Source: an optimization exercise on an open RTL-to-GDS flow (aim: a short achievable clock period and few clock cycles per item). Production flows keep margins and buffers that such runs may drop. Function was checked by simulation only, so behaviour that the tests miss may differ from the original.

Setup of garnet:
==> flow/design.v <==
`timescale 1ns/1ps
module fp_arithmetic_sequence_generator (
    input wire clk,
    input wire rst_n,
    input wire activate,
    input wire [31:0] a1,
    input wire [31:0] d,
    input wire [31:0] n,
    input wire [31:0] saddr,
    output reg done,
    output reg [31:0] mem_addr,
    output reg [31:0] mem_wdata,
    output reg mem_write,
    input wire mem_ready
);
    reg        busy;      
    reg        pend;      
    reg        tv;        
    reg        pv;        
    reg        nrm;       
    reg [31:0] rem;       
    reg        sd;        
    reg [7:0]  ed;
    reg [23:0] md;
    reg [23:0] X, Y;      
    reg [47:0] W;         
    reg [7:0]  R;         
    reg [7:0]  dR;        
    reg        isB;       
    reg        isA;       
    reg        sX, sY;    
    reg        esub;      
    reg [23:0] rN;        
    reg [7:0]  eN;
    reg        sN;
    reg [31:0] H;         
    reg [31:0] T;         
    reg        tsync;     
    reg [31:0] A;         
    reg        wrn;       
    wire       wr = !wrn;
    wire        st = T[31];
    wire [7:0]  et = T[30:23];
    wire [23:0] mt = {1'b1, T[22:0]};
    wire [24:0] sum = {1'b0, X} + {1'b0, Y};
    wire [24:0] dxy = {1'b0, X} - {1'b0, Y};
    wire [23:0] dyx = Y - X;
    wire        bor = dxy[24];                        
    wire [23:0] rb  = bor ? dyx : dxy[23:0];          
    wire kp = !esub & sum[24];
    wire k0 = !esub ? !sum[24] : (!isB & dxy[23]);
    wire km = esub & !isB & !dxy[23] & dxy[22];
    wire kw = esub & (isB | (!dxy[23] & !dxy[22]));
    wire [22:0] f_p  = sum[23:1];
    wire [22:0] f_0  = esub ? dxy[22:0] : sum[22:0];
    wire [22:0] f_m  = {dxy[21:0], 1'b0};
    wire [22:0] fn   = kp ? f_p : k0 ? f_0 : f_m;
    wire [23:0] mn   = {1'b1, fn};
    wire        sgn  = sX;
    wire dR0  = (dR == 8'd0);
    wire dR1  = (dR == 8'd1);
    wire wrap = (kp & (R == 8'hff)) | (km & (R == 8'h00));
    wire [7:0]  Rp1 = R + 8'd1;
    wire [7:0]  Rm1 = R - 8'd1;
    wire [7:0]  en  = kp ? Rp1 : k0 ? R : Rm1;        
    wire        nC  = km & dR0;                       
    wire        nB  = (k0 & dR0) | (km & dR1);
    wire [7:0]  Rn  = nC ? R : en;
    wire [7:0]  dRp = dR + 8'd1;
    wire [7:0]  dRm = ~(~dR + 8'd1);
    wire [7:0]  dRn = kp ? dRp : k0 ? dR : dR0 ? 8'd0 : dRm;
    wire [47:0] Wn  = !isA ? (kp ? {1'b0, md, 23'd0} : {md, 24'd0}) :
                      kp ? {1'b0, W[47:1]} : k0 ? W : {W[46:0], 1'b0};
    wire [8:0]  pdiff = {1'b0, et} - {1'b0, ed};
    wire [8:0]  pndiff = {1'b0, ed} - {1'b0, et};
    wire        pC = pdiff[8];
    wire        pB = (pdiff == 9'd0);
    wire [7:0]  pnd = pndiff[7:0];                    
    wire [47:0] pW = ({md, 24'd0} >> pdiff[4:0]) & {48{pdiff[7:5] == 3'b000}};
    wire [23:0] pYC = (mt >> pnd[4:0]) & {24{pnd[7:5] == 3'b000}};
    reg [4:0] lz;
    integer i;
    always @* begin
        lz = 5'd0;
        for (i = 0; i < 24; i = i + 1)
            if (rN[i]) lz = 5'd23 - i[4:0];
    end
    wire [23:0] nsh = rN << lz;
    wire        nzero = (rN == 24'd0);
    wire [8:0]  eNlz  = {1'b0, eN} - {4'd0, lz};      
    wire outst    = wr | pend;
    wire pend_n   = outst & !mem_ready;
    wire rem_last = wr ? (rem == 32'd1) : (rem == 32'd0);
    wire tfree    = !tv | wr;
    wire fast     = !nrm & pv & tfree;
    wire fast_ok  = fast & !kw;
    wire tv_n     = nrm | fast_ok | (tv & !wr);
    wire wr_n     = busy ? (tv_n & !pend_n & !rem_last) : (activate & (n != 32'd0));
    always @(posedge clk or negedge rst_n) begin
        if (!rst_n) begin
            busy      <= 1'b0;
            pend      <= 1'b0;
            mem_write <= 1'b0;
            wrn       <= 1'b1;
            done      <= 1'b0;
            tv        <= 1'b0;
            pv        <= 1'b0;
            nrm       <= 1'b0;
            tsync     <= 1'b0;
        end else if (!busy) begin
            pend      <= 1'b0;
            mem_write <= wr_n;
            wrn       <= !wr_n;
            busy      <= activate & (n != 32'd0);
            done      <= activate & (n == 32'd0);
            tv        <= 1'b1;
            pv        <= 1'b0;
            nrm       <= 1'b0;
            tsync     <= 1'b1;
        end else begin
            pend      <= pend_n;
            mem_write <= wr_n;
            wrn       <= !wr_n;
            done      <= !pend_n & rem_last;
            busy      <= !(!pend_n & rem_last);
            tv        <= tv_n;
            nrm       <= fast & kw;
            pv        <= fast ? (!kw & !wrap) : (!nrm & tsync);
            tsync     <= !fast;
        end
    end
    wire        A_en = !busy | wr;
    wire [31:0] A_n  = !busy ? saddr : A + 32'd4;
    wire        T_en = !busy | nrm | fast;
    wire [31:0] T_nrm = nzero ? {sN, 31'd0} : {sN, eNlz[7:0], nsh[22:0]};
    wire [31:0] T_n  = !busy ? a1 : nrm ? T_nrm : {sgn, en, fn};
    always @(posedge clk) begin
        if (A_en) A <= A_n;
        if (T_en) H <= T_n;
        T <= !busy ? a1 : nrm ? T_nrm : H;
    end
    always @(posedge clk or negedge rst_n) begin
        if (!rst_n) begin
            mem_addr  <= 32'd0;
            mem_wdata <= 32'd0;
        end else begin
            if (A_en) mem_addr  <= A_n;
            if (T_en) mem_wdata <= T_n;
        end
    end
    always @(posedge clk) begin
        if (!busy)
            rem <= n;
        else if (wr)
            rem <= rem - 32'd1;
    end
    always @(posedge clk) begin
        sd <= d[31];
        ed <= d[30:23];
        md <= {1'b1, d[22:0]};
    end
    always @(posedge clk) begin
        rN <= isB ? rb : dxy[23:0];
        eN <= R;
        sN <= (isB & bor) ? sY : sX;
        if (fast) begin
            X    <= nC ? md : mn;
            Y    <= nC ? {1'b0, mn[23:1]} : Wn[47:24];
            W    <= Wn;
            R    <= Rn;
            dR   <= dRn;
            isB  <= nB;
            isA  <= !nB & !nC;
            sX   <= nC ? sd : sgn;
            sY   <= nC ? sgn : sd;
            esub <= sgn ^ sd;
        end else begin
            X    <= pC ? md : mt;
            Y    <= pC ? pYC : pW[47:24];
            W    <= pW;
            R    <= pC ? ed : et;
            dR   <= pC ? 8'd0 : pdiff[7:0];
            isB  <= pB;
            isA  <= !pB & !pC;
            sX   <= pC ? sd : st;
            sY   <= pC ? st : sd;
            esub <= st ^ sd;
        end
    end
endmodule
export LEC_CHECK = 0
export ABC_CLOCK_PERIOD_IN_PS = 2000
export CAP_MARGIN = 20
export CORE_MARGIN = 2
export CORE_UTILIZATION = 40
export SETUP_SLACK_MARGIN = 5
export SLEW_MARGIN = 20
create_clock -name core_clock -period 12.0 [get_ports {clk}]
standard.sh (not shown) runs the stock make flow with config.mk's settings and CLKGATE_MAP_FILE= SYNTH_SCRIPT=/design/flow/synth_recipe.tcl, a recipe that flattens the netlist after the stock synthesis.
==> flow/flow/run.sh <==
#!/bin/bash
# Standard ORFS layout, with timing repair aimed well below the clock period.
set -euo pipefail
bash standard.sh finish SETUP_SLACK_MARGIN=9 > standard_flow.log 2>&1
Testbench counts of garnet, summed over its fixed seeds: cycles 11,560, items 10,866.
#### Input delta (zinc over garnet)
-- flow/design.v --
<<< garnet, line 19
    reg        pv;        
    reg        nrm;       
    reg [31:0] rem;       
    reg        sd;        
>>> zinc, line 19
    reg        pv;        
    reg        nrm;       
    reg        neg;       
    reg [31:0] rem;       
    reg        sd;        
<<< garnet, line 43
    wire [7:0]  et = T[30:23];
    wire [23:0] mt = {1'b1, T[22:0]};
    wire [24:0] sum = {1'b0, X} + {1'b0, Y};
    wire [24:0] dxy = {1'b0, X} - {1'b0, Y};
    wire [23:0] dyx = Y - X;
    wire        bor = dxy[24];                        
    wire [23:0] rb  = bor ? dyx : dxy[23:0];          
    wire kp = !esub & sum[24];
    wire k0 = !esub ? !sum[24] : (!isB & dxy[23]);
    wire km = esub & !isB & !dxy[23] & dxy[22];
    wire kw = esub & (isB | (!dxy[23] & !dxy[22]));
    wire [22:0] f_p  = sum[23:1];
    wire [22:0] f_0  = esub ? dxy[22:0] : sum[22:0];
    wire [22:0] f_m  = {dxy[21:0], 1'b0};
    wire [22:0] fn   = kp ? f_p : k0 ? f_0 : f_m;
    wire [23:0] mn   = {1'b1, fn};
>>> zinc, line 44
    wire [7:0]  et = T[30:23];
    wire [23:0] mt = {1'b1, T[22:0]};
    wire [24:0] r   = {1'b0, X} + {1'b0, Y} + {24'd0, esub};
    wire        bor = !r[24];                         
    wire kp = !esub & r[24];
    wire k0 = !esub ? !r[24] : (!isB & r[23]);
    wire km = esub & !isB & !r[23] & r[22];
    wire kw = esub & (isB | (!r[23] & !r[22]));
    wire [22:0] f_p  = r[23:1];
    wire [22:0] f_0  = r[22:0];
    wire [22:0] f_m  = {r[21:0], 1'b0};
    wire [22:0] fn   = kp ? f_p : k0 ? f_0 : f_m;
    wire [23:0] mn   = {1'b1, fn};
<<< garnet, line 93
    wire rem_last = wr ? (rem == 32'd1) : (rem == 32'd0);
    wire tfree    = !tv | wr;
    wire fast     = !nrm & pv & tfree;
    wire fast_ok  = fast & !kw;
    wire tv_n     = nrm | fast_ok | (tv & !wr);
    wire wr_n     = busy ? (tv_n & !pend_n & !rem_last) : (activate & (n != 32'd0));
    always @(posedge clk or negedge rst_n) begin
>>> zinc, line 91
    wire rem_last = wr ? (rem == 32'd1) : (rem == 32'd0);
    wire tfree    = !tv | wr;
    wire fast     = !nrm & !neg & pv & tfree;
    wire fast_ok  = fast & !kw;
    wire tv_n     = nrm | fast_ok | (tv & !wr);
    wire to_neg   = fast & isB & esub & bor;
    wire wr_n     = busy ? (tv_n & !pend_n & !rem_last) : (activate & (n != 32'd0));
    always @(posedge clk or negedge rst_n) begin
<<< garnet, line 107
            pv        <= 1'b0;
            nrm       <= 1'b0;
            tsync     <= 1'b0;
        end else if (!busy) begin
>>> zinc, line 106
            pv        <= 1'b0;
            nrm       <= 1'b0;
            neg       <= 1'b0;
            tsync     <= 1'b0;
        end else if (!busy) begin
<<< garnet, line 117
            pv        <= 1'b0;
            nrm       <= 1'b0;
            tsync     <= 1'b1;
        end else begin
>>> zinc, line 117
            pv        <= 1'b0;
            nrm       <= 1'b0;
            neg       <= 1'b0;
            tsync     <= 1'b1;
        end else begin
<<< garnet, line 125
            busy      <= !(!pend_n & rem_last);
            tv        <= tv_n;
            nrm       <= fast & kw;
            pv        <= fast ? (!kw & !wrap) : (!nrm & tsync);
            tsync     <= !fast;
        end
>>> zinc, line 126
            busy      <= !(!pend_n & rem_last);
            tv        <= tv_n;
            nrm       <= (fast & kw & !to_neg) | neg;
            neg       <= to_neg;
            pv        <= fast ? (!kw & !wrap) : (!nrm & !neg & tsync);
            tsync     <= !fast;
        end
<<< garnet, line 138
        if (A_en) A <= A_n;
        if (T_en) H <= T_n;
        T <= !busy ? a1 : nrm ? T_nrm : H;
    end
>>> zinc, line 140
        if (A_en) A <= A_n;
        if (T_en) H <= T_n;
        mem_wdata <= T_en ? T_n : H;
        T <= !busy ? a1 : nrm ? T_nrm : H;
    end
<<< garnet, line 143
        if (!rst_n) begin
            mem_addr  <= 32'd0;
            mem_wdata <= 32'd0;
        end else begin
            if (A_en) mem_addr  <= A_n;
            if (T_en) mem_wdata <= T_n;
        end
    end
>>> zinc, line 146
        if (!rst_n) begin
            mem_addr  <= 32'd0;
        end else begin
            if (A_en) mem_addr  <= A_n;
        end
    end
<<< garnet, line 161
    end
    always @(posedge clk) begin
        rN <= isB ? rb : dxy[23:0];
        eN <= R;
        sN <= (isB & bor) ? sY : sX;
        if (fast) begin
            X    <= nC ? md : mn;
            Y    <= nC ? {1'b0, mn[23:1]} : Wn[47:24];
            W    <= Wn;
            R    <= Rn;
>>> zinc, line 162
    end
    always @(posedge clk) begin
        rN <= neg ? ~rN + 24'd1 : r[23:0];
        eN <= neg ? eN : R;
        sN <= neg ? sN : (isB & bor) ? sY : sX;
        if (fast) begin
            X    <= nC ? md : mn;
            Y    <= (nC ? {1'b0, mn[23:1]} : Wn[47:24]) ^ {24{sgn ^ sd}};
            W    <= Wn;
            R    <= Rn;
<<< garnet, line 177
        end else begin
            X    <= pC ? md : mt;
            Y    <= pC ? pYC : pW[47:24];
            W    <= pW;
            R    <= pC ? ed : et;
>>> zinc, line 178
        end else begin
            X    <= pC ? md : mt;
            Y    <= (pC ? pYC : pW[47:24]) ^ {24{st ^ sd}};
            W    <= pW;
            R    <= pC ? ed : et;
Results
- zinc: full flow OK, the timing, DRC and antenna checks passed
- Compare zinc and garnet | number of resized instances in the post-cts repair step lower: zinc
- Looking at total number of sequential cells across zinc and garnet, the one that comes out higher is garnet.
- zinc — number of non-clock inverters in the layout 66 lower, garnet as reference
- zinc vs garnet on final cell utilization of the core: zinc is the lower one.
- Going from garnet to zinc, arrival time of data at the critical path endpoint grows by 0.10 ns.
- Delta (zinc minus garnet): overall routing resource usage barely changed; worst setup margin decreased 0.16 ns.
- Looking at synthesized cell count, zinc sits below garnet.
- Met1 track demand over resource: zinc < garnet
Testbench counts of zinc, summed over its fixed seeds: cycles 11,567, items 10,866.

afterwards: timing with drivers on the ports:
In the flow no input, the clock included, has a driving cell. The finished layouts below were timed again as built, in two steps. Step 1 (the two cells are an assumption about what drives the block):
set clk [get_ports {clk}]
set_driving_cell -lib_cell sky130_fd_sc_hd__clkbuf_16 $clk
set_driving_cell -lib_cell sky130_fd_sc_hd__buf_2 [delete_from_list [all_inputs] $clk]
Step 2 adds t to the input delays and takes it off the output delays; t is the mean of the earliest and latest rising clock arrival at the registers after step 1. Input paths then give back, and output paths get back, about the clock's delay inside the block. Slacks: ideal / step 1 / step 2; pairs: ideal / step 1.
run | t (ns) | slack for setup (ns) | worst register clock-pin slew, ns | worst slew at a driven data input, ns | pins driven straight from the clock port
garnet | 0.666 | 8.268 / 8.268 / 8.154 | 0.07 / 0.07 | 0.08 | 1
zinc | 0.635 | 8.112 / 8.112 / 8.112 | 0.06 / 0.06 | 0.06 | 1
After both steps setup and hold are still met in every run listed. For garnet, which loses most, drivers alone change the setup slack by 0.000 ns; drivers and shift together by -0.114 ns.
